What follows belongs to an exercise in optimizing a design on an open flow for small area, a short achievable clock period and few clock cycles; a production flow would make more cautious choices.
RTL that was checked went through simulation tests only; none was proved equivalent to the original.
The RTL of run 2 was laid out without a check of its function.

==> flow/design.v (outline; a module is shown in full before it is edited, if it fits) <==
// module MTX_MUL: 383 lines
// module MTX_FA: 6 lines
// module MTX_XNOR: 5 lines
// module MTX_OR: 5 lines
module MTX_MUL( MP, ready, m1, m2, load, clk );
  // ...
==> flow/flow/run.sh <==
#!/bin/bash
# The standard layout (standard.sh), with three changes: ports are buffered with
# buf_1 instead of the default buffer; CTS uses clkbuf_8 sink clusters without
# dummy loads; and timing repair aims at 5.1 ns of setup slack (a 3.9 ns period),
# the clock itself staying at the design's period.
# make's output goes to flow.log here; each ORFS step also keeps its own log
# under orfs/logs/.
set -euo pipefail
bash standard.sh \
  "BUFFER_PORTS_ARGS=-buffer_cell sky130_fd_sc_hd__buf_1" \
  "CTS_ARGS=-sink_clustering_enable -repair_clock_nets -sink_clustering_size 20 -sink_clustering_max_diameter 50 -buf_list sky130_fd_sc_hd__clkbuf_8 -dont_use_dummy_load" \
  SETUP_SLACK_MARGIN=5.1 \
  finish > flow.log 2>&1
==> flow/standard.sh <==
#!/bin/bash
# synth_recipe.tcl (not shown) runs the flow's synth.tcl, then flattens the netlist and writes it again
# the make line also repeats each setting of config.mk as NAME=value (left out here)
make -C /OpenROAD-flow-scripts/flow DESIGN_CONFIG=/design/flow/config.mk WORK_HOME=/design/flow/orfs CLKGATE_MAP_FILE= SYNTH_SCRIPT=/design/flow/synth_recipe.tcl "${@:-finish}"
==> flow/config.mk <==
export PLATFORM = sky130hd
export DESIGN_NAME = MTX_MUL
export DESIGN_NICKNAME = MTX_MUL
export VERILOG_FILES = /design/flow/design.v
export SDC_FILE = /design/flow/constraint.sdc
export NUM_CORES = 4
export LEC_CHECK = 0
export ABC_CLOCK_PERIOD_IN_PS = 4000
export CAP_MARGIN = 20
export CORE_MARGIN = 2
export CORE_UTILIZATION = 75
export CTS_BUF_LIST = sky130_fd_sc_hd__clkbuf_8
export CTS_CLUSTER_DIAMETER = 50
export CTS_CLUSTER_SIZE = 20
export SETUP_SLACK_MARGIN = 5.0
export SLEW_MARGIN = 20
export SYNTH_HIERARCHICAL = 1
export SYNTH_MINIMUM_KEEP_SIZE = 0
==> flow/constraint.sdc <==
create_clock -name core_clock -period 9.0 [get_ports {clk}]
set_input_delay 1.8000 -clock core_clock [delete_from_list [all_inputs] [get_ports {clk}]]
set_output_delay 1.8000 -clock core_clock [all_outputs]
set_load 0.01 [all_outputs]
==> impl_metrics.json, run 1 <==
{
  "worstSetupEndpointType": "output pin",
  "io_buffers": 36,
  "wl_met2_um": 13600,
  "period_share": 0.432,
  "synth-simple-area-share": 0.0868,
  "clock_skew_ns": 0.0820,
  "overflow": 0,
  "critical-path-slowest-cell": "buf_6",
  "layout_commonest_cell": "dfxtp_1",
  "fin_util": 0.803,
  "gp_congestion": 0.909,
  "worstMarginPinSlew_ns": 0.938,
  "synth_top_cell_area_share": 0.435,
  "yosys_warnings": 12,
  "die_y_um": 143,
  "synth_compound_area_frac": 0.0158,
  "signal_buffers": 37,
  "dpl-instance-area_mm2": 0.0147,
  "nClkBuffers": 26,
  "synthCells": 1078,
  "cts_max_path_buffers": 3,
  "inverters_excl_clock": 17,
  "finish.instance_area_mm2": 0.0151,
  "final_cells": 1337,
  "viasPerCell": 5.62,
  "drive_gt1_frac": 0.0650,
  "finalSetupViolCount": 0,
  "path_max_fanout": 2,
  "met1_usage": 0.356,
  "multi_input_area_share": 0.459,
  "yosys.area_share.adder": 0.334,
  "grt_pass1_vias": 8428,
  "critPathLaunchType": "primary input",
  "status": "timing/DRC/antenna clean",
  "drt_iter0_drc": 438,
  "clk_share": 0.0237
}
Testbench counts, summed over its fixed seeds: cycles 6,144.
==> run 2, diff against run 1 <==
--- a/flow/design.v
+++ b/flow/design.v
@@ -8,31 +8,31 @@
 	reg pl, run, rdyn;
 	wire [4:0] idx = ( load & ~pl ) ? 5'd0 : cnt;
 	always @( posedge clk ) begin
 		pl  <= load;
 		cnt <= idx + 5'd1;
 		run <= load | ( run & ( idx != 5'd31 ) );
 		rdyn <= ~( run & ( idx >= 5'd15 ) & ( idx != 5'd31 ) );
 	end
-	reg [7:0] a [0:11];
+	reg [7:0] a [0:12];
 	integer k;
 	always @( posedge clk ) begin
 		a[0] <= m1;
-		for( k = 1; k < 12; k = k + 1 ) a[k] <= a[k-1];
+		for( k = 1; k < 13; k = k + 1 ) a[k] <= a[k-1];
 	end
 	reg [7:0] ar0, ar1, ar2, ar3;
 	always @( posedge clk ) begin
-		if( idx[1:0] == 2'b00 ) begin
-			ar0 <= a[11];
-			ar1 <= a[10];
-		end
 		if( idx[1:0] == 2'b01 ) begin
-			ar2 <= a[10];
-			ar3 <= a[9];
+			ar0 <= a[12];
+			ar1 <= a[11];
+		end
+		if( idx[1:0] == 2'b10 ) begin
+			ar2 <= a[11];
+			ar3 <= a[10];
 		end
 	end
 	reg [7:0] b0 [0:3];
 	reg [7:0] b1 [0:3];
 	reg [7:0] b2 [0:3];
 	reg [7:0] b3 [0:3];
 	always @( posedge clk ) begin
 		b0[0] <= ( load && idx[3:2] == 2'd0 ) ? m2 : b0[3];
@@ -41,23 +41,22 @@
 		b3[0] <= ( load && idx[3:2] == 2'd3 ) ? m2 : b3[3];
 		for( k = 1; k < 4; k = k + 1 ) begin
 			b0[k] <= b0[k-1];
 			b1[k] <= b1[k-1];
 			b2[k] <= b2[k-1];
 			b3[k] <= b3[k-1];
 		end
 	end
-	wire [7:0] b0t = b0[0];
-	wire [7:0] b1t = b1[0];
-	wire [7:0] b2t = b2[1];
-	wire [7:0] b3t = b3[1];
+	wire [7:0] b0t = b0[1];
+	wire [7:0] b1t = b1[1];
+	wire [7:0] b2t = b2[2];
+	wire [7:0] b3t = b3[2];
 	reg [16:0] cs1a, cs1b;
 	reg [17:0] cs2a, cs2b;
-	reg [17:0] mp;
 	wire s1_1, s1_2, s1_3, s1_4, s1_5, s1_6, s1_7, s1_8, s1_9, s1_10, s1_11, s1_12, s1_13, s1_14, s1_15, s1_16, s1_17, s1_18, s1_19, s1_20, s1_21, s1_22, s1_23, s1_24, s1_25, s1_26, s1_27, s1_28, s1_29, s1_30, s1_31, s1_32, s1_33, s1_34, s1_35, s1_36, s1_37, s1_38, s1_39, s1_40, s1_41, s1_42, s1_43, s1_44, s1_45, s1_46, s1_47, s1_48, s1_49, s1_50, s1_51, s1_52, s1_53, s1_54, s1_55, s1_56, s1_57, s1_58, s1_59, s1_60, s1_61, s1_62, s1_63, s1_64, s1_65, s1_66, s1_67, s1_68, s1_69, s1_70, s1_71, s1_72, s1_73, s1_74, s1_75, s1_76, s1_77, s1_78, s1_79, s1_80, s1_81, s1_82, s1_83, s1_84, s1_85, s1_86, s1_87, s1_88, s1_89, s1_90, s1_91, s1_92, s1_93, s1_94, s1_95, s1_96, s1_97, s1_98, s1_99, s1_100, s1_101, s1_102, s1_103, s1_104, s1_105, s1_106, s1_107, s1_108, s1_109, s1_110, s1_111, s1_112, s1_113, s1_114, s1_115, s1_116, s1_117, s1_118, s1_119, s1_120, s1_121, s1_122, s1_123, s1_124, s1_125, s1_126, s1_127, s1_128, s1_129, s1_130, s1_131, s1_132, s1_133, s1_134, s1_135, s1_136, s1_137, s1_138, s1_139, s1_140, s1_141, s1_142, s1_143, s1_144, s1_145, s1_146, s1_147, s1_148, s1_149, s1_150, s1_151, s1_152, s1_153, s1_154, s1_155, s1_156, s1_157, s1_158, s1_159, s1_160, s1_161, s1_162, s1_163, s1_164, s1_165, s1_166, s1_167, s1_168, s1_169, s1_170, s1_171, s1_172, s1_173, s1_174, s1_175, s1_176, s1_177, s1_178, s1_179, s1_180, s1_181, s1_182, s1_183, s1_184, s1_185, s1_186, s1_187, s1_188, s1_189, s1_190, s1_191, s1_192, s1_193, s1_194, s1_195, s1_196, s1_197, s1_198, s1_199, s1_200, s1_201, s1_202, s1_203, s1_204, s1_205, s1_206, s1_207, s1_208;
 	MTX_FA u_s1_1 ( .a( ~( ar0[0] & b0t[6] ) ), .b( ~( ar0[1] & b0t[5] ) ), .c( ~( ar0[2] & b0t[4] ) ), .s( s1_1 ), .co( s1_2 ) );
 	MTX_FA u_s1_3 ( .a( ~( ar0[0] & b0t[7] ) ), .b( ~( ar0[1] & b0t[6] ) ), .c( ~( ar0[2] & b0t[5] ) ), .s( s1_3 ), .co( s1_4 ) );
 	MTX_FA u_s1_5 ( .a( ~( ar0[3] & b0t[4] ) ), .b( ~( ar0[4] & b0t[3] ) ), .c( ~( ar0[5] & b0t[2] ) ), .s( s1_5 ), .co( s1_6 ) );
 	MTX_FA u_s1_7 ( .a( ~( ar0[1] & b0t[7] ) ), .b( ~( ar0[2] & b0t[6] ) ), .c( ~( ar0[3] & b0t[5] ) ), .s( s1_7 ), .co( s1_8 ) );
 	MTX_FA u_s1_9 ( .a( ~( ar0[4] & b0t[4] ) ), .b( ~( ar0[5] & b0t[3] ) ), .c( ~( ar0[6] & b0t[2] ) ), .s( s1_9 ), .co( s1_10 ) );
 	MTX_FA u_s1_11 ( .a( ~( ar0[2] & b0t[7] ) ), .b( ~( ar0[3] & b0t[6] ) ), .c( ~( ar0[4] & b0t[5] ) ), .s( s1_11 ), .co( s1_12 ) );
 	MTX_FA u_s1_13 ( .a( ~( ar0[0] & b0t[4] ) ), .b( ~( ar0[1] & b0t[3] ) ), .c( ~( ar0[2] & b0t[2] ) ), .s( s1_13 ), .co( s1_14 ) );
@@ -162,17 +161,17 @@
 	MTX_FA u_s1_197 ( .a( s1_137 ), .b( s1_170 ), .c( s1_171 ), .s( s1_197 ), .co( s1_198 ) );
 	MTX_FA u_s1_199 ( .a( s1_141 ), .b( s1_172 ), .c( s1_173 ), .s( s1_199 ), .co( s1_200 ) );
 	MTX_FA u_s1_201 ( .a( s1_145 ), .b( s1_174 ), .c( s1_175 ), .s( s1_201 ), .co( s1_202 ) );
 	MTX_FA u_s1_203 ( .a( s1_146 ), .b( s1_177 ), .c( s1_176 ), .s( s1_203 ), .co( s1_204 ) );
 	MTX_FA u_s1_205 ( .a( s1_150 ), .b( s1_179 ), .c( s1_178 ), .s( s1_205 ), .co( s1_206 ) );
 	MTX_FA u_s1_207 ( .a( s1_154 ), .b( s1_181 ), .c( s1_180 ), .s( s1_207 ), .co( s1_208 ) );
 	wire [16:0] s1a = { 1'b1, s1_182, s1_207, s1_205, s1_203, s1_201, s1_199, s1_197, s1_195, s1_193, s1_191, s1_189, s1_187, s1_185, s1_183, ~( ar1[1] & b1t[0] ), ~( ar0[0] & b0t[0] ) };
 	wire [16:0] s1b = { 1'b1, s1_208, s1_206, s1_204, s1_202, s1_200, s1_198, s1_196, s1_194, s1_192, s1_190, s1_188, s1_186, s1_184, 1'b1, s1_155, ~( ar1[0] & b1t[0] ) };
-	wire s2_1, s2_2, s2_3, s2_4, s2_5, s2_6, s2_7, s2_8, s2_9, s2_10, s2_11, s2_12, s2_13, s2_14, s2_15, s2_16, s2_17, s2_18, s2_19, s2_20, s2_21, s2_22, s2_23, s2_24, s2_25, s2_26, s2_27, s2_28, s2_29, s2_30, s2_31, s2_32, s2_33, s2_34, s2_35, s2_36, s2_37, s2_38, s2_39, s2_40, s2_41, s2_42, s2_43, s2_44, s2_45, s2_46, s2_47, s2_48, s2_49, s2_50, s2_51, s2_52, s2_53, s2_54, s2_55, s2_56, s2_57, s2_58, s2_59, s2_60, s2_61, s2_62, s2_63, s2_64, s2_65, s2_66, s2_67, s2_68, s2_69, s2_70, s2_71, s2_72, s2_73, s2_74, s2_75, s2_76, s2_77, s2_78, s2_79, s2_80, s2_81, s2_82, s2_83, s2_84, s2_85, s2_86, s2_87, s2_88, s2_89, s2_90, s2_91, s2_92, s2_93, s2_94, s2_95, s2_96, s2_97, s2_98, s2_99, s2_100, s2_101, s2_102, s2_103, s2_104, s2_105, s2_106, s2_107, s2_108, s2_109, s2_110, s2_111, s2_112, s2_113, s2_114, s2_115, s2_116, s2_117, s2_118, s2_119, s2_120, s2_121, s2_122, s2_123, s2_124, s2_125, s2_126, s2_127, s2_128, s2_129, s2_130, s2_131, s2_132, s2_133, s2_134, s2_135, s2_136, s2_137, s2_138, s2_139, s2_140, s2_141, s2_142, s2_143, s2_144, s2_145, s2_146, s2_147, s2_148, s2_149, s2_150, s2_151, s2_152, s2_153, s2_154, s2_155, s2_156, s2_157, s2_158, s2_159, s2_160, s2_161, s2_162, s2_163, s2_164, s2_165, s2_166, s2_167, s2_168, s2_169, s2_170, s2_171, s2_172, s2_173, s2_174, s2_175, s2_176, s2_177, s2_178, s2_179, s2_180, s2_181, s2_182, s2_183, s2_184, s2_185, s2_186, s2_187, s2_188, s2_189, s2_190, s2_191, s2_192, s2_193, s2_194, s2_195, s2_196, s2_197, s2_198, s2_199, s2_200, s2_201, s2_202, s2_203, s2_204, s2_205, s2_206, s2_207, s2_208, s2_209, s2_210, s2_211, s2_212, s2_213, s2_214, s2_215, s2_216, s2_217, s2_218, s2_219, s2_220, s2_221, s2_222, s2_223, s2_224, s2_225, s2_226, s2_227, s2_228, s2_229, s2_230, s2_231, s2_232, s2_233, s2_234, s2_235, s2_236, s2_237, s2_238, s2_239, s2_240, s2_241, s2_242, s2_243, s2_244, s2_245, s2_246, s2_247, s2_248, s2_249, s2_250, s2_251, s2_252, s2_253, s2_254, s2_255, s2_256, s2_257, s2_258, s2_259, s2_260, s2_261, s2_262, s2_263, s2_264, s2_265, s2_266, s2_267, s2_268, s2_269, s2_270, s2_271, s2_272;
+	wire s2_1, s2_2, s2_3, s2_4, s2_5, s2_6, s2_7, s2_8, s2_9, s2_10, s2_11, s2_12, s2_13, s2_14, s2_15, s2_16, s2_17, s2_18, s2_19, s2_20, s2_21, s2_22, s2_23, s2_24, s2_25, s2_26, s2_27, s2_28, s2_29, s2_30, s2_31, s2_32, s2_33, s2_34, s2_35, s2_36, s2_37, s2_38, s2_39, s2_40, s2_41, s2_42, s2_43, s2_44, s2_45, s2_46, s2_47, s2_48, s2_49, s2_50, s2_51, s2_52, s2_53, s2_54, s2_55, s2_56, s2_57, s2_58, s2_59, s2_60, s2_61, s2_62, s2_63, s2_64, s2_65, s2_66, s2_67, s2_68, s2_69, s2_70, s2_71, s2_72, s2_73, s2_74, s2_75, s2_76, s2_77, s2_78, s2_79, s2_80, s2_81, s2_82, s2_83, s2_84, s2_85, s2_86, s2_87, s2_88, s2_89, s2_90, s2_91, s2_92, s2_93, s2_94, s2_95, s2_96, s2_97, s2_98, s2_99, s2_100, s2_101, s2_102, s2_103, s2_104, s2_105, s2_106, s2_107, s2_108, s2_109, s2_110, s2_111, s2_112, s2_113, s2_114, s2_115, s2_116, s2_117, s2_118, s2_119, s2_120, s2_121, s2_122, s2_123, s2_124, s2_125, s2_126, s2_127, s2_128, s2_129, s2_130, s2_131, s2_132, s2_133, s2_134, s2_135, s2_136, s2_137, s2_138, s2_139, s2_140, s2_141, s2_142, s2_143, s2_144, s2_145, s2_146, s2_147, s2_148, s2_149, s2_150, s2_151, s2_152, s2_153, s2_154, s2_155, s2_156, s2_157, s2_158, s2_159, s2_160, s2_161, s2_162, s2_163, s2_164, s2_165, s2_166, s2_167, s2_168, s2_169, s2_170, s2_171, s2_172, s2_173, s2_174, s2_175, s2_176, s2_177, s2_178, s2_179, s2_180, s2_181, s2_182, s2_183, s2_184, s2_185, s2_186, s2_187, s2_188, s2_189, s2_190, s2_191, s2_192, s2_193, s2_194, s2_195, s2_196, s2_197, s2_198, s2_199, s2_200, s2_201, s2_202, s2_203, s2_204, s2_205, s2_206, s2_207, s2_208, s2_209, s2_210, s2_211, s2_212, s2_213, s2_214, s2_215, s2_216, s2_217, s2_218, s2_219, s2_220, s2_221, s2_222, s2_223, s2_224, s2_225, s2_226, s2_227, s2_228, s2_229, s2_230, s2_231, s2_232, s2_233, s2_234, s2_235, s2_236, s2_237, s2_238, s2_239, s2_240, s2_241, s2_242, s2_243, s2_244, s2_245, s2_246, s2_247, s2_248, s2_249, s2_250, s2_251, s2_252, s2_253, s2_254, s2_255, s2_256, s2_257, s2_258, s2_259, s2_260, s2_261, s2_262, s2_263, s2_264;
 	MTX_FA u_s2_1 ( .a( cs1a[5] ), .b( cs1b[5] ), .c( ~( ar2[0] & b2t[5] ) ), .s( s2_1 ), .co( s2_2 ) );
 	MTX_FA u_s2_3 ( .a( cs1a[6] ), .b( cs1b[6] ), .c( ~( ar2[0] & b2t[6] ) ), .s( s2_3 ), .co( s2_4 ) );
 	MTX_FA u_s2_5 ( .a( ~( ar2[1] & b2t[5] ) ), .b( ~( ar2[2] & b2t[4] ) ), .c( ~( ar2[3] & b2t[3] ) ), .s( s2_5 ), .co( s2_6 ) );
 	MTX_FA u_s2_7 ( .a( cs1a[7] ), .b( cs1b[7] ), .c( ~( ar2[0] & b2t[7] ) ), .s( s2_7 ), .co( s2_8 ) );
 	MTX_FA u_s2_9 ( .a( ~( ar2[1] & b2t[6] ) ), .b( ~( ar2[2] & b2t[5] ) ), .c( ~( ar2[3] & b2t[4] ) ), .s( s2_9 ), .co( s2_10 ) );
 	MTX_FA u_s2_11 ( .a( ~( ar2[4] & b2t[3] ) ), .b( ~( ar2[5] & b2t[2] ) ), .c( ~( ar2[6] & b2t[1] ) ), .s( s2_11 ), .co( s2_12 ) );
 	MTX_FA u_s2_13 ( .a( ~( ar2[7] & b2t[0] ) ), .b( ~( ar3[0] & b3t[7] ) ), .c( ~( ar3[1] & b3t[6] ) ), .s( s2_13 ), .co( s2_14 ) );
 	MTX_FA u_s2_15 ( .a( cs1a[8] ), .b( cs1b[8] ), .c( ~( ar2[1] & b2t[7] ) ), .s( s2_15 ), .co( s2_16 ) );
@@ -208,17 +207,17 @@
 	MTX_FA u_s2_75 ( .a( ~( ar2[4] & b2t[6] ) ), .b( ~( ar2[5] & b2t[5] ) ), .c( ~( ar2[6] & b2t[4] ) ), .s( s2_75 ), .co( s2_76 ) );
 	MTX_FA u_s2_77 ( .a( ~( ar2[7] & b2t[3] ) ), .b( ~( ar3[3] & b3t[7] ) ), .c( ~( ar3[4] & b3t[6] ) ), .s( s2_77 ), .co( s2_78 ) );
 	MTX_FA u_s2_79 ( .a( ~( ar3[5] & b3t[5] ) ), .b( ~( ar3[6] & b3t[4] ) ), .c( ~( ar3[7] & b3t[3] ) ), .s( s2_79 ), .co( s2_80 ) );
 	MTX_FA u_s2_81 ( .a( s2_24 ), .b( s2_26 ), .c( s2_28 ), .s( s2_81 ), .co( s2_82 ) );
 	MTX_FA u_s2_83 ( .a( cs1a[11] ), .b( cs1b[11] ), .c( ~( ar2[4] & b2t[7] ) ), .s( s2_83 ), .co( s2_84 ) );
 	MTX_FA u_s2_85 ( .a( ~( ar2[5] & b2t[6] ) ), .b( ~( ar2[6] & b2t[5] ) ), .c( ~( ar2[7] & b2t[4] ) ), .s( s2_85 ), .co( s2_86 ) );
 	MTX_FA u_s2_87 ( .a( ~( ar3[4] & b3t[7] ) ), .b( ~( ar3[5] & b3t[6] ) ), .c( ~( ar3[6] & b3t[5] ) ), .s( s2_87 ), .co( s2_88 ) );
 	MTX_FA u_s2_89 ( .a( cs1a[12] ), .b( cs1b[12] ), .c( ~( ar2[5] & b2t[7] ) ), .s( s2_89 ), .co( s2_90 ) );
-	MTX_FA u_s2_91 ( .a( cs1a[2] ), .b( cs1b[2] ), .c( ~( ar2[0] & b2t[2] ) ), .s( s2_91 ), .co( s2_92 ) );
+	MTX_FA u_s2_91 ( .a( cs1a[2] ), .b( ~( ar2[0] & b2t[2] ) ), .c( ~( ar2[1] & b2t[1] ) ), .s( s2_91 ), .co( s2_92 ) );
 	MTX_FA u_s2_93 ( .a( ~( ar2[1] & b2t[2] ) ), .b( ~( ar2[2] & b2t[1] ) ), .c( ~( ar2[3] & b2t[0] ) ), .s( s2_93 ), .co( s2_94 ) );
 	MTX_FA u_s2_95 ( .a( ~( ar3[0] & b3t[3] ) ), .b( ~( ar3[1] & b3t[2] ) ), .c( ~( ar3[2] & b3t[1] ) ), .s( s2_95 ), .co( s2_96 ) );
 	MTX_FA u_s2_97 ( .a( ~( ar2[4] & b2t[0] ) ), .b( ~( ar3[0] & b3t[4] ) ), .c( ~( ar3[1] & b3t[3] ) ), .s( s2_97 ), .co( s2_98 ) );
 	MTX_FA u_s2_99 ( .a( ~( ar3[2] & b3t[2] ) ), .b( ~( ar3[3] & b3t[1] ) ), .c( ~( ar3[4] & b3t[0] ) ), .s( s2_99 ), .co( s2_100 ) );
 	MTX_FA u_s2_101 ( .a( s2_32 ), .b( s2_33 ), .c( s2_35 ), .s( s2_101 ), .co( s2_102 ) );
 	MTX_FA u_s2_103 ( .a( ~( ar3[4] & b3t[1] ) ), .b( ~( ar3[5] & b3t[0] ) ), .c( s2_1 ), .s( s2_103 ), .co( s2_104 ) );
 	MTX_FA u_s2_105 ( .a( s2_34 ), .b( s2_36 ), .c( s2_37 ), .s( s2_105 ), .co( s2_106 ) );
 	MTX_XNOR u_s2_107 ( .a( s2_39 ), .b( s2_41 ), .y( s2_107 ) );
@@ -246,79 +245,73 @@
 	MTX_FA u_s2_141 ( .a( s2_78 ), .b( s2_80 ), .c( s2_83 ), .s( s2_141 ), .co( s2_142 ) );
 	MTX_FA u_s2_143 ( .a( s2_85 ), .b( s2_87 ), .c( s2_82 ), .s( s2_143 ), .co( s2_144 ) );
 	MTX_FA u_s2_145 ( .a( ~( ar2[6] & b2t[6] ) ), .b( ~( ar2[7] & b2t[5] ) ), .c( ~( ar3[5] & b3t[7] ) ), .s( s2_145 ), .co( s2_146 ) );
 	MTX_FA u_s2_147 ( .a( ~( ar3[6] & b3t[6] ) ), .b( ~( ar3[7] & b3t[5] ) ), .c( s2_84 ), .s( s2_147 ), .co( s2_148 ) );
 	MTX_FA u_s2_149 ( .a( s2_86 ), .b( s2_88 ), .c( s2_89 ), .s( s2_149 ), .co( s2_150 ) );
 	MTX_FA u_s2_151 ( .a( cs1a[13] ), .b( cs1b[13] ), .c( ~( ar2[6] & b2t[7] ) ), .s( s2_151 ), .co( s2_152 ) );
 	MTX_FA u_s2_153 ( .a( ~( ar2[7] & b2t[6] ) ), .b( ~( ar3[6] & b3t[7] ) ), .c( ~( ar3[7] & b3t[6] ) ), .s( s2_153 ), .co( s2_154 ) );
 	MTX_FA u_s2_155 ( .a( cs1a[1] ), .b( cs1b[1] ), .c( ~( ar2[0] & b2t[1] ) ), .s( s2_155 ), .co( s2_156 ) );
-	MTX_FA u_s2_157 ( .a( ~( ar2[1] & b2t[1] ) ), .b( ~( ar2[2] & b2t[0] ) ), .c( ~( ar3[0] & b3t[2] ) ), .s( s2_157 ), .co( s2_158 ) );
-	MTX_FA u_s2_159 ( .a( ~( ar3[1] & b3t[1] ) ), .b( ~( ar3[2] & b3t[0] ) ), .c( s2_91 ), .s( s2_159 ), .co( s2_160 ) );
-	MTX_FA u_s2_161 ( .a( ~( ar3[3] & b3t[0] ) ), .b( s2_31 ), .c( s2_92 ), .s( s2_161 ), .co( s2_162 ) );
-	MTX_XNOR u_s2_163 ( .a( s2_93 ), .b( s2_95 ), .y( s2_163 ) );
-	MTX_OR u_s2_164 ( .a( s2_93 ), .b( s2_95 ), .y( s2_164 ) );
-	MTX_FA u_s2_165 ( .a( s2_94 ), .b( s2_96 ), .c( s2_97 ), .s( s2_165 ), .co( s2_166 ) );
-	MTX_XNOR u_s2_167 ( .a( s2_99 ), .b( s2_101 ), .y( s2_167 ) );
-	MTX_OR u_s2_168 ( .a( s2_99 ), .b( s2_101 ), .y( s2_168 ) );
-	MTX_FA u_s2_169 ( .a( s2_100 ), .b( s2_98 ), .c( s2_102 ), .s( s2_169 ), .co( s2_170 ) );
-	MTX_FA u_s2_171 ( .a( s2_103 ), .b( s2_105 ), .c( s2_107 ), .s( s2_171 ), .co( s2_172 ) );
-	MTX_FA u_s2_173 ( .a( s2_104 ), .b( s2_106 ), .c( s2_108 ), .s( s2_173 ), .co( s2_174 ) );
-	MTX_FA u_s2_175 ( .a( s2_109 ), .b( s2_111 ), .c( s2_113 ), .s( s2_175 ), .co( s2_176 ) );
-	MTX_FA u_s2_177 ( .a( s2_110 ), .b( s2_112 ), .c( s2_115 ), .s( s2_177 ), .co( s2_178 ) );
-	MTX_FA u_s2_179 ( .a( s2_114 ), .b( s2_117 ), .c( s2_119 ), .s( s2_179 ), .co( s2_180 ) );
-	MTX_FA u_s2_181 ( .a( s2_116 ), .b( s2_121 ), .c( s2_118 ), .s( s2_181 ), .co( s2_182 ) );
-	MTX_FA u_s2_183 ( .a( s2_120 ), .b( s2_123 ), .c( s2_125 ), .s( s2_183 ), .co( s2_184 ) );
-	MTX_FA u_s2_185 ( .a( s2_122 ), .b( s2_124 ), .c( s2_126 ), .s( s2_185 ), .co( s2_186 ) );
-	MTX_FA u_s2_187 ( .a( s2_127 ), .b( s2_129 ), .c( s2_131 ), .s( s2_187 ), .co( s2_188 ) );
-	MTX_FA u_s2_189 ( .a( s2_133 ), .b( s2_128 ), .c( s2_130 ), .s( s2_189 ), .co( s2_190 ) );
-	MTX_FA u_s2_191 ( .a( s2_132 ), .b( s2_135 ), .c( s2_137 ), .s( s2_191 ), .co( s2_192 ) );
-	MTX_FA u_s2_193 ( .a( s2_134 ), .b( s2_139 ), .c( s2_141 ), .s( s2_193 ), .co( s2_194 ) );
-	MTX_FA u_s2_195 ( .a( s2_136 ), .b( s2_138 ), .c( s2_143 ), .s( s2_195 ), .co( s2_196 ) );
-	MTX_FA u_s2_197 ( .a( s2_145 ), .b( s2_140 ), .c( s2_142 ), .s( s2_197 ), .co( s2_198 ) );
-	MTX_FA u_s2_199 ( .a( s2_147 ), .b( s2_149 ), .c( s2_144 ), .s( s2_199 ), .co( s2_200 ) );
-	MTX_FA u_s2_201 ( .a( s2_146 ), .b( s2_151 ), .c( s2_153 ), .s( s2_201 ), .co( s2_202 ) );
-	MTX_FA u_s2_203 ( .a( s2_90 ), .b( s2_148 ), .c( s2_150 ), .s( s2_203 ), .co( s2_204 ) );
-	MTX_FA u_s2_205 ( .a( cs1a[14] ), .b( cs1b[14] ), .c( ~( ar2[7] & b2t[7] ) ), .s( s2_205 ), .co( s2_206 ) );
-	MTX_FA u_s2_207 ( .a( ~( ar3[7] & b3t[7] ) ), .b( s2_152 ), .c( s2_154 ), .s( s2_207 ), .co( s2_208 ) );
-	MTX_FA u_s2_209 ( .a( cs1a[0] ), .b( cs1b[0] ), .c( ~( ar2[0] & b2t[0] ) ), .s( s2_209 ), .co( s2_210 ) );
-	MTX_FA u_s2_211 ( .a( ~( ar2[1] & b2t[0] ) ), .b( ~( ar3[0] & b3t[1] ) ), .c( ~( ar3[1] & b3t[0] ) ), .s( s2_211 ), .co( s2_212 ) );
-	MTX_FA u_s2_213 ( .a( s2_156 ), .b( s2_157 ), .c( s2_159 ), .s( s2_213 ), .co( s2_214 ) );
-	MTX_FA u_s2_215 ( .a( s2_158 ), .b( s2_160 ), .c( s2_161 ), .s( s2_215 ), .co( s2_216 ) );
-	MTX_FA u_s2_217 ( .a( s2_162 ), .b( s2_164 ), .c( s2_165 ), .s( s2_217 ), .co( s2_218 ) );
-	MTX_FA u_s2_219 ( .a( s2_166 ), .b( s2_168 ), .c( s2_169 ), .s( s2_219 ), .co( s2_220 ) );
-	MTX_FA u_s2_221 ( .a( s2_170 ), .b( s2_172 ), .c( s2_173 ), .s( s2_221 ), .co( s2_222 ) );
-	MTX_FA u_s2_223 ( .a( s2_174 ), .b( s2_177 ), .c( s2_176 ), .s( s2_223 ), .co( s2_224 ) );
-	MTX_FA u_s2_225 ( .a( s2_178 ), .b( s2_180 ), .c( s2_181 ), .s( s2_225 ), .co( s2_226 ) );
-	MTX_FA u_s2_227 ( .a( s2_182 ), .b( s2_184 ), .c( s2_185 ), .s( s2_227 ), .co( s2_228 ) );
-	MTX_FA u_s2_229 ( .a( s2_186 ), .b( s2_188 ), .c( s2_189 ), .s( s2_229 ), .co( s2_230 ) );
-	MTX_FA u_s2_231 ( .a( s2_193 ), .b( s2_190 ), .c( s2_192 ), .s( s2_231 ), .co( s2_232 ) );
-	MTX_FA u_s2_233 ( .a( s2_194 ), .b( s2_197 ), .c( s2_196 ), .s( s2_233 ), .co( s2_234 ) );
-	MTX_FA u_s2_235 ( .a( s2_201 ), .b( s2_198 ), .c( s2_203 ), .s( s2_235 ), .co( s2_236 ) );
-	MTX_FA u_s2_237 ( .a( s2_205 ), .b( s2_202 ), .c( s2_207 ), .s( s2_237 ), .co( s2_238 ) );
-	MTX_FA u_s2_239 ( .a( cs1a[15] ), .b( cs1b[15] ), .c( s2_206 ), .s( s2_239 ), .co( s2_240 ) );
-	MTX_FA u_s2_241 ( .a( s2_155 ), .b( s2_210 ), .c( s2_211 ), .s( s2_241 ), .co( s2_242 ) );
+	MTX_FA u_s2_157 ( .a( ~( ar2[2] & b2t[0] ) ), .b( ~( ar3[0] & b3t[2] ) ), .c( ~( ar3[1] & b3t[1] ) ), .s( s2_157 ), .co( s2_158 ) );
+	MTX_FA u_s2_159 ( .a( ~( ar3[3] & b3t[0] ) ), .b( s2_31 ), .c( s2_92 ), .s( s2_159 ), .co( s2_160 ) );
+	MTX_FA u_s2_161 ( .a( s2_94 ), .b( s2_96 ), .c( s2_97 ), .s( s2_161 ), .co( s2_162 ) );
+	MTX_FA u_s2_163 ( .a( s2_100 ), .b( s2_98 ), .c( s2_102 ), .s( s2_163 ), .co( s2_164 ) );
+	MTX_FA u_s2_165 ( .a( s2_103 ), .b( s2_105 ), .c( s2_107 ), .s( s2_165 ), .co( s2_166 ) );
+	MTX_FA u_s2_167 ( .a( s2_104 ), .b( s2_106 ), .c( s2_108 ), .s( s2_167 ), .co( s2_168 ) );
+	MTX_FA u_s2_169 ( .a( s2_109 ), .b( s2_111 ), .c( s2_113 ), .s( s2_169 ), .co( s2_170 ) );
+	MTX_FA u_s2_171 ( .a( s2_110 ), .b( s2_112 ), .c( s2_115 ), .s( s2_171 ), .co( s2_172 ) );
+	MTX_FA u_s2_173 ( .a( s2_114 ), .b( s2_117 ), .c( s2_119 ), .s( s2_173 ), .co( s2_174 ) );
+	MTX_FA u_s2_175 ( .a( s2_116 ), .b( s2_121 ), .c( s2_118 ), .s( s2_175 ), .co( s2_176 ) );
+	MTX_FA u_s2_177 ( .a( s2_120 ), .b( s2_123 ), .c( s2_125 ), .s( s2_177 ), .co( s2_178 ) );
+	MTX_FA u_s2_179 ( .a( s2_122 ), .b( s2_124 ), .c( s2_126 ), .s( s2_179 ), .co( s2_180 ) );
+	MTX_FA u_s2_181 ( .a( s2_127 ), .b( s2_129 ), .c( s2_131 ), .s( s2_181 ), .co( s2_182 ) );
+	MTX_FA u_s2_183 ( .a( s2_133 ), .b( s2_128 ), .c( s2_130 ), .s( s2_183 ), .co( s2_184 ) );
+	MTX_FA u_s2_185 ( .a( s2_132 ), .b( s2_135 ), .c( s2_137 ), .s( s2_185 ), .co( s2_186 ) );
+	MTX_FA u_s2_187 ( .a( s2_134 ), .b( s2_139 ), .c( s2_141 ), .s( s2_187 ), .co( s2_188 ) );
+	MTX_FA u_s2_189 ( .a( s2_136 ), .b( s2_138 ), .c( s2_143 ), .s( s2_189 ), .co( s2_190 ) );
+	MTX_FA u_s2_191 ( .a( s2_145 ), .b( s2_140 ), .c( s2_142 ), .s( s2_191 ), .co( s2_192 ) );
+	MTX_FA u_s2_193 ( .a( s2_147 ), .b( s2_149 ), .c( s2_144 ), .s( s2_193 ), .co( s2_194 ) );
+	MTX_FA u_s2_195 ( .a( s2_146 ), .b( s2_151 ), .c( s2_153 ), .s( s2_195 ), .co( s2_196 ) );
+	MTX_FA u_s2_197 ( .a( s2_90 ), .b( s2_148 ), .c( s2_150 ), .s( s2_197 ), .co( s2_198 ) );
+	MTX_FA u_s2_199 ( .a( cs1a[14] ), .b( cs1b[14] ), .c( ~( ar2[7] & b2t[7] ) ), .s( s2_199 ), .co( s2_200 ) );
+	MTX_FA u_s2_201 ( .a( ~( ar3[7] & b3t[7] ) ), .b( s2_152 ), .c( s2_154 ), .s( s2_201 ), .co( s2_202 ) );
+	MTX_FA u_s2_203 ( .a( cs1a[0] ), .b( cs1b[0] ), .c( ~( ar2[0] & b2t[0] ) ), .s( s2_203 ), .co( s2_204 ) );
+	MTX_FA u_s2_205 ( .a( ~( ar2[1] & b2t[0] ) ), .b( ~( ar3[0] & b3t[1] ) ), .c( ~( ar3[1] & b3t[0] ) ), .s( s2_205 ), .co( s2_206 ) );
+	MTX_FA u_s2_207 ( .a( ~( ar3[2] & b3t[0] ) ), .b( s2_156 ), .c( s2_157 ), .s( s2_207 ), .co( s2_208 ) );
+	MTX_FA u_s2_209 ( .a( s2_158 ), .b( s2_93 ), .c( s2_95 ), .s( s2_209 ), .co( s2_210 ) );
+	MTX_FA u_s2_211 ( .a( s2_99 ), .b( s2_101 ), .c( s2_160 ), .s( s2_211 ), .co( s2_212 ) );
+	MTX_FA u_s2_213 ( .a( s2_162 ), .b( s2_163 ), .c( s2_165 ), .s( s2_213 ), .co( s2_214 ) );
+	MTX_FA u_s2_215 ( .a( s2_164 ), .b( s2_166 ), .c( s2_167 ), .s( s2_215 ), .co( s2_216 ) );
+	MTX_FA u_s2_217 ( .a( s2_168 ), .b( s2_171 ), .c( s2_170 ), .s( s2_217 ), .co( s2_218 ) );
+	MTX_FA u_s2_219 ( .a( s2_172 ), .b( s2_174 ), .c( s2_175 ), .s( s2_219 ), .co( s2_220 ) );
+	MTX_FA u_s2_221 ( .a( s2_176 ), .b( s2_178 ), .c( s2_179 ), .s( s2_221 ), .co( s2_222 ) );
+	MTX_FA u_s2_223 ( .a( s2_180 ), .b( s2_182 ), .c( s2_183 ), .s( s2_223 ), .co( s2_224 ) );
+	MTX_FA u_s2_225 ( .a( s2_187 ), .b( s2_184 ), .c( s2_186 ), .s( s2_225 ), .co( s2_226 ) );
+	MTX_FA u_s2_227 ( .a( s2_188 ), .b( s2_191 ), .c( s2_190 ), .s( s2_227 ), .co( s2_228 ) );
+	MTX_FA u_s2_229 ( .a( s2_195 ), .b( s2_192 ), .c( s2_197 ), .s( s2_229 ), .co( s2_230 ) );
+	MTX_FA u_s2_231 ( .a( s2_199 ), .b( s2_196 ), .c( s2_201 ), .s( s2_231 ), .co( s2_232 ) );
+	MTX_FA u_s2_233 ( .a( cs1a[15] ), .b( cs1b[15] ), .c( s2_200 ), .s( s2_233 ), .co( s2_234 ) );
+	MTX_FA u_s2_235 ( .a( s2_155 ), .b( s2_204 ), .c( s2_205 ), .s( s2_235 ), .co( s2_236 ) );
+	MTX_FA u_s2_237 ( .a( s2_206 ), .b( s2_91 ), .c( s2_207 ), .s( s2_237 ), .co( s2_238 ) );
+	MTX_FA u_s2_239 ( .a( s2_159 ), .b( s2_208 ), .c( s2_209 ), .s( s2_239 ), .co( s2_240 ) );
+	MTX_FA u_s2_241 ( .a( s2_161 ), .b( s2_210 ), .c( s2_211 ), .s( s2_241 ), .co( s2_242 ) );
 	MTX_XNOR u_s2_243 ( .a( s2_212 ), .b( s2_213 ), .y( s2_243 ) );
 	MTX_OR u_s2_244 ( .a( s2_212 ), .b( s2_213 ), .y( s2_244 ) );
-	MTX_FA u_s2_245 ( .a( s2_163 ), .b( s2_214 ), .c( s2_215 ), .s( s2_245 ), .co( s2_246 ) );
-	MTX_FA u_s2_247 ( .a( s2_167 ), .b( s2_216 ), .c( s2_217 ), .s( s2_247 ), .co( s2_248 ) );
-	MTX_FA u_s2_249 ( .a( s2_171 ), .b( s2_218 ), .c( s2_219 ), .s( s2_249 ), .co( s2_250 ) );
-	MTX_FA u_s2_251 ( .a( s2_175 ), .b( s2_220 ), .c( s2_221 ), .s( s2_251 ), .co( s2_252 ) );
-	MTX_FA u_s2_253 ( .a( s2_179 ), .b( s2_222 ), .c( s2_223 ), .s( s2_253 ), .co( s2_254 ) );
-	MTX_FA u_s2_255 ( .a( s2_183 ), .b( s2_224 ), .c( s2_225 ), .s( s2_255 ), .co( s2_256 ) );
-	MTX_FA u_s2_257 ( .a( s2_187 ), .b( s2_226 ), .c( s2_227 ), .s( s2_257 ), .co( s2_258 ) );
-	MTX_FA u_s2_259 ( .a( s2_191 ), .b( s2_228 ), .c( s2_229 ), .s( s2_259 ), .co( s2_260 ) );
-	MTX_FA u_s2_261 ( .a( s2_195 ), .b( s2_230 ), .c( s2_231 ), .s( s2_261 ), .co( s2_262 ) );
-	MTX_FA u_s2_263 ( .a( s2_199 ), .b( s2_232 ), .c( s2_233 ), .s( s2_263 ), .co( s2_264 ) );
-	MTX_FA u_s2_265 ( .a( s2_200 ), .b( s2_235 ), .c( s2_234 ), .s( s2_265 ), .co( s2_266 ) );
-	MTX_FA u_s2_267 ( .a( s2_204 ), .b( s2_237 ), .c( s2_236 ), .s( s2_267 ), .co( s2_268 ) );
-	MTX_FA u_s2_269 ( .a( s2_208 ), .b( s2_239 ), .c( s2_238 ), .s( s2_269 ), .co( s2_270 ) );
-	MTX_FA u_s2_271 ( .a( cs1a[16] ), .b( cs1b[16] ), .c( s2_240 ), .s( s2_271 ), .co( s2_272 ) );
-	wire [17:0] s2a = { s2_272, s2_271, s2_269, s2_267, s2_265, s2_263, s2_261, s2_259, s2_257, s2_255, s2_253, s2_251, s2_249, s2_247, s2_245, s2_243, s2_241, ~( ar3[0] & b3t[0] ) };
-	wire [17:0] s2b = { 1'b1, s2_270, s2_268, s2_266, s2_264, s2_262, s2_260, s2_258, s2_256, s2_254, s2_252, s2_250, s2_248, s2_246, s2_244, s2_242, 1'b1, s2_209 };
+	MTX_FA u_s2_245 ( .a( s2_169 ), .b( s2_214 ), .c( s2_215 ), .s( s2_245 ), .co( s2_246 ) );
+	MTX_FA u_s2_247 ( .a( s2_173 ), .b( s2_216 ), .c( s2_217 ), .s( s2_247 ), .co( s2_248 ) );
+	MTX_FA u_s2_249 ( .a( s2_177 ), .b( s2_218 ), .c( s2_219 ), .s( s2_249 ), .co( s2_250 ) );
+	MTX_FA u_s2_251 ( .a( s2_181 ), .b( s2_220 ), .c( s2_221 ), .s( s2_251 ), .co( s2_252 ) );
+	MTX_FA u_s2_253 ( .a( s2_185 ), .b( s2_222 ), .c( s2_223 ), .s( s2_253 ), .co( s2_254 ) );
+	MTX_FA u_s2_255 ( .a( s2_189 ), .b( s2_224 ), .c( s2_225 ), .s( s2_255 ), .co( s2_256 ) );
+	MTX_FA u_s2_257 ( .a( s2_193 ), .b( s2_226 ), .c( s2_227 ), .s( s2_257 ), .co( s2_258 ) );
+	MTX_FA u_s2_259 ( .a( s2_194 ), .b( s2_229 ), .c( s2_228 ), .s( s2_259 ), .co( s2_260 ) );
+	MTX_FA u_s2_261 ( .a( s2_198 ), .b( s2_231 ), .c( s2_230 ), .s( s2_261 ), .co( s2_262 ) );
+	MTX_FA u_s2_263 ( .a( s2_202 ), .b( s2_233 ), .c( s2_232 ), .s( s2_263 ), .co( s2_264 ) );
+	wire [17:0] s2a = { 1'b1, s2_234, s2_263, s2_261, s2_259, s2_257, s2_255, s2_253, s2_251, s2_249, s2_247, s2_245, s2_243, s2_241, s2_239, s2_237, s2_235, ~( ar3[0] & b3t[0] ) };
+	wire [17:0] s2b = { 1'b1, s2_264, s2_262, s2_260, s2_258, s2_256, s2_254, s2_252, s2_250, s2_248, s2_246, s2_244, s2_242, s2_240, s2_238, s2_236, 1'b1, s2_203 };
 	wire pg0_1, pg0_3, pp0_3, pg0_5, pp0_5, pg0_7, pp0_7, pg0_9, pp0_9, pg0_11, pp0_11, pg0_13, pp0_13, pg0_15, pp0_15, pg0_17, pp0_17, pg1_2, pg1_3, pg1_6, pp1_6, pg1_7, pp1_7, pg1_10, pp1_10, pg1_11, pp1_11, pg1_14, pp1_14, pg1_15, pp1_15, pg2_4, pg2_5, pg2_6, pg2_7, pg2_12, pp2_12, pg2_13, pp2_13, pg2_14, pp2_14, pg2_15, pp2_15, pg3_8, pg3_9, pg3_10, pg3_11, pg3_12, pg3_13, pg3_14, pg3_15, pg4_16, pg4_17;
 	wire [17:0] ag = cs2a & cs2b;
 	wire [17:0] ap = cs2a ^ cs2b;
 	wire ag0 = ag[0] | ap[0];
 	assign pg0_1 = ag[1] | ( ap[1] & ag0 );
 	assign pg0_3 = ag[3] | ( ap[3] & ag[2] );
 	assign pp0_3 = ap[3] & ap[2];
 	assign pg0_5 = ag[5] | ( ap[5] & ag[4] );
@@ -372,20 +365,19 @@
 	assign pg4_16 = ag[16] | ( ap[16] & pg3_15 );
 	assign pg4_17 = pg0_17 | ( pp0_17 & pg3_15 );
 	wire [17:0] fsum = { ( ap[17] ^ pg4_16 ), ( ap[16] ^ pg3_15 ), ( ap[15] ^ pg3_14 ), ( ap[14] ^ pg3_13 ), ( ap[13] ^ pg3_12 ), ( ap[12] ^ pg3_11 ), ( ap[11] ^ pg3_10 ), ( ap[10] ^ pg3_9 ), ( ap[9] ^ pg3_8 ), ( ap[8] ^ pg2_7 ), ( ap[7] ^ pg2_6 ), ( ap[6] ^ pg2_5 ), ( ap[5] ^ pg2_4 ), ( ap[4] ^ pg1_3 ), ( ap[3] ^ pg1_2 ), ( ap[2] ^ pg0_1 ), ( ap[1] ^ ag0 ), ~ap[0] };
 	always @( posedge clk ) begin
 		cs1a <= s1a;
 		cs1b <= s1b;
 		cs2a <= s2a;
 		cs2b <= s2b;
-		mp <= ~fsum;
 	end
 	assign ready = ~( rdyn | load );
-	assign MP = mp;
+	assign MP = ~fsum;
 endmodule
 module MTX_FA( a, b, c, s, co );
 	input a, b, c;
 	output s, co;
 	assign s = a ^ b ^ c;
 	assign co = ( a & b ) | ( a & c ) | ( b & c );
 endmodule
 module MTX_XNOR( a, b, y );
==> run 2 against run 1 <==
Register-to-register slack about the same. Clock skew fell by 0.016 ns. Hold slack lost 0.010 ns. Maximum frequency shrank 15%. Still clean on timing, DRC and antenna. Setup slack worse by 0.68 ns. Critical path type is now flop to output pin. Final cell count down 2.7%. Via count is essentially flat. Critical endpoint is now MP[16]. Sequential share of layout area down 1.2 points. Critical path depth up 7.
==> impl_metrics.json, run 2 <==
{
  "syn_area_per_cell_um2": 13.4,
  "die_area_mm2": 0.0200,
  "h-tree-depth": 1,
  "cts_max_path_buffers": 3,
  "rsz0062_at_grt": "true",
  "die_w_um": 142,
  "num_rows": 50,
  "worstMarginPinSlew_ns": 0.936,
  "tns_ns": 0,
  "synthTopCellsByArea": "dfxtp_1 43%, fa_1 32%, nand2_1 7.0%, edfxtp_1 6.8%, mux2_2 2.5%",
  "dp_hpwl_um": 19900,
  "cts_num_sinks": 336,
  "ys_seq_area_frac": 0.497,
  "yosys_warnings": 12,
  "top_register": "a",
  "viasPerCell": 5.77,
  "drc": 0,
  "synth_compound_area_frac": 0.0155,
  "drive_gt1_frac": 0.118,
  "fp.coreArea_mm2": 0.0186,
  "maxSlewViolCount": 0,
  "final_cell_mix": "294 x dfxtp_1, 264 x nand2_1, 225 x fa_1, 32 x mux2_2, 32 x edfxtp_1",
  "worstHoldPathType": "flop to flop",
  "worst-r2r-cell-count": 7,
  "finalSetupViolCount": 0,
  "cts_buffers": 26,
  "largest_register_ffs": 104,
  "grt_pass1_wl_um": 43000,
  "path_max_fanout": 2,
  "worst-setup-path-type": "flop to output pin",
  "hold-path-endpoint": "b2[1][4]",
  "cts_tree": "yes",
  "status": "timing/DRC/antenna clean",
  "r2r_setup_slack_ns": 5.24,
  "cts.clk_slew.worst_paths_ns": 0.11,
  "synthCells": 1059,
  "gp_congestion": 0.937,
  "min_from": "b2[0][4]",
  "ios": 37,
  "wire_per_inst_um": 20.2,
  "root_buffer": "clkbuf_8",
  "nFillCells": 1019,
  "synth-simple-area-share": 0.0871,
  "area_growth_pct": 6.05,
  "async_flop_share": 0,
  "n_antenna_cell": 0,
  "fin_ws_ns": 4.42,
  "netlist_area_mm2": 0.0142,
  "antenna_found_initial": 0,
  "min_period_ns": 4.58,
  "synth_ff_type": "dfxtp_1",
  "synth_top_family_by_area": "adder cells",
  "clk_latency_ns": 0.56,
  "drt_pass1_iterations": 5,
  "place_ws_ns": 4.67,
  "startpoint": "cs2a[0]",
  "final_cells": 1301,
  "max_cap_violations": 0,
  "grt_usage": 0.284,
  "grt_pass1_vias": 8439,
  "rr_endpoint": "cs2a[10]",
  "vias": 7509,
  "fmax_ghz": 0.219,
  "fin_nets": 1335,
  "synth_edf_count": 32,
  "ys_ff_latch": 336,
  "synth_top_cell_area_share": 0.429,
  "yosys-top-cells-count": "304 x dfxtp_1, 265 x nand2_1, 227 x fa_1, 66 x clkbuf_1",
  "dp.cells": 1263,
  "arrival_ns": 2.78,
  "antenna_left": 0,
  "synth_cell_types": 37,
  "hold_viol": 0,
  "io_buffers": 36,
  "required_ns": 7.20,
  "synth_area_leader_cell": "dfxtp_1",
  "critPathLaunchType": "flop",
  "muxShareOfSynthArea": 0.0254,
  "initial_core_util": 0.761,
  "cts_hold_buf": 0,
  "worstSetupEndpointType": "output pin",
  "yosysMostFrequentCell": "dfxtp_1",
  "r2r-start": "b2[2][7]",
  "whs_path_depth": 0,
  "yosys.area_share.adder": 0.339,
  "max_slew_margin": 0.376,
  "die_y_um": 142,
  "grt_max_degree": 21,
  "drt_iter0_drc": 452,
  "clock_skew_ns": 0.0660,
  "layout_commonest_cell": "dfxtp_1",
  "synth_xor_area_frac": 0.0142,
  "overflow": 0,
  "wirelength_um": 26300,
  "period_share": 0.508
}
[run 2: routing by layer]
metal,global-route usage,vias up,wire (µm),share of wire
met4,0.114,0,1060,0.040
met3,0.0483,72,1410,0.054
li1,-,3263,-,-
met1,0.361,3891,10300,0.39
met5,0,-,0,0
met2,0.493,283,13500,0.51
[run 2: logic make-up (layout without fill, tap and decap cells)]
group / after synthesis / in the layout
compound gates: 30 / 30
xor+xnor: 23 / 23
mux: 32 / 32
buf+inv: 85 / 93
fa+ha+maj: 248 / 248
simple gates: 305 / 305
flops: 336 / 336
[run 2: what timing repair did]
item | 4_1_cts | 5_1_grt
pin swaps | 9 | 8
resized for setup | 44 | 20
buffers inserted | 9 | 3
gates cloned | 0 | 0
setup endpoints to repair | 15 | 19
[run 2: layout make-up]
cell class                      count  area [µm²]  area share
Tap cell                          234         293      0.0195
Timing Repair Buffer               48         272      0.0180
Sequential cell                   336        7060       0.469
Inverter                           19        71.3     0.00474
Multi-Input combinational cell    638        7000       0.465
Clock buffer                       26         358      0.0238
[run 2: Yosys stat by module, one instance, submodules excluded]
module | area [µm²] | flops+latches | cells inside | copies in the design
MTX_XNOR | 8.76 | 0 | 1 | 13
MTX_OR | 6.26 | 0 | 1 | 13
MTX_MUL | 9530 | 336 | 810 | 1
MTX_FA | 20.0 | 0 | 1 | 223
[run 2: how the worst max path moves through the flow]
stage	end	slack, ns	cells past startpoint
floorplan	MP[16]	5.12	9
global placement	MP[16]	4.77	10
detailed placement	MP[16]	4.67	10
CTS	MP[16]	4.30	10
global route	MP[8]	4.32	12
finish	MP[16]	4.42	10
[run 2: stage by stage]
stage | area, µm² | utilization | hold WS (ns)
floorplan | 14200 | - | 0.310
global placement | 14400 | 0.771 | 0.310
detailed placement | 14400 | 0.771 | 0.312
CTS | 15000 | 0.803 | 0.254
global route | 15000 | 0.807 | 0.245
finish | 15000 | 0.807 | 0.251
[run 2: worst max-delay path, stage by stage (launching register included)]
cell and delay, ns:
dfxtp_2 0.33, inv_2 0.04, ha_4 0.15, ha_4 0.16, nand2b_4 0.15, a211oi_4 0.33
nor2_4 0.09, o311ai_4 0.27, a21oi_2 0.11, fa_1 0.49, buf_2 0.13

==> afterwards: timing with drivers on the ports <==
In the flow no input, the clock included, has a driving cell. The finished layouts below were timed again as built, in two steps.
Step 1 (the two cells are an assumption about what drives the block):
set clk [get_ports {clk}]
set_driving_cell -lib_cell sky130_fd_sc_hd__clkbuf_16 $clk
set_driving_cell -lib_cell sky130_fd_sc_hd__buf_2 [delete_from_list [all_inputs] $clk]
Step 2, shift: input delay + t, output delay - t, t = (earliest + latest rising clock arrival at the registers) / 2. This alone moves slack from input paths to output paths.
a / b / c = no drivers / after step 1 / after step 2; a / b = the first two.
run | t (ns) | slack for setup (ns) | worst slew at a driven data input, ns
run 1 | 0.585 | 5.109 / 5.058 / 5.058 | 0.07
run 2 | 0.566 | 4.425 / 4.385 / 4.950 | 0.04
After both steps setup and hold are still met in every run listed. For run 1, which loses most, drivers alone change the setup slack by -0.051 ns; drivers and shift together by -0.051 ns.
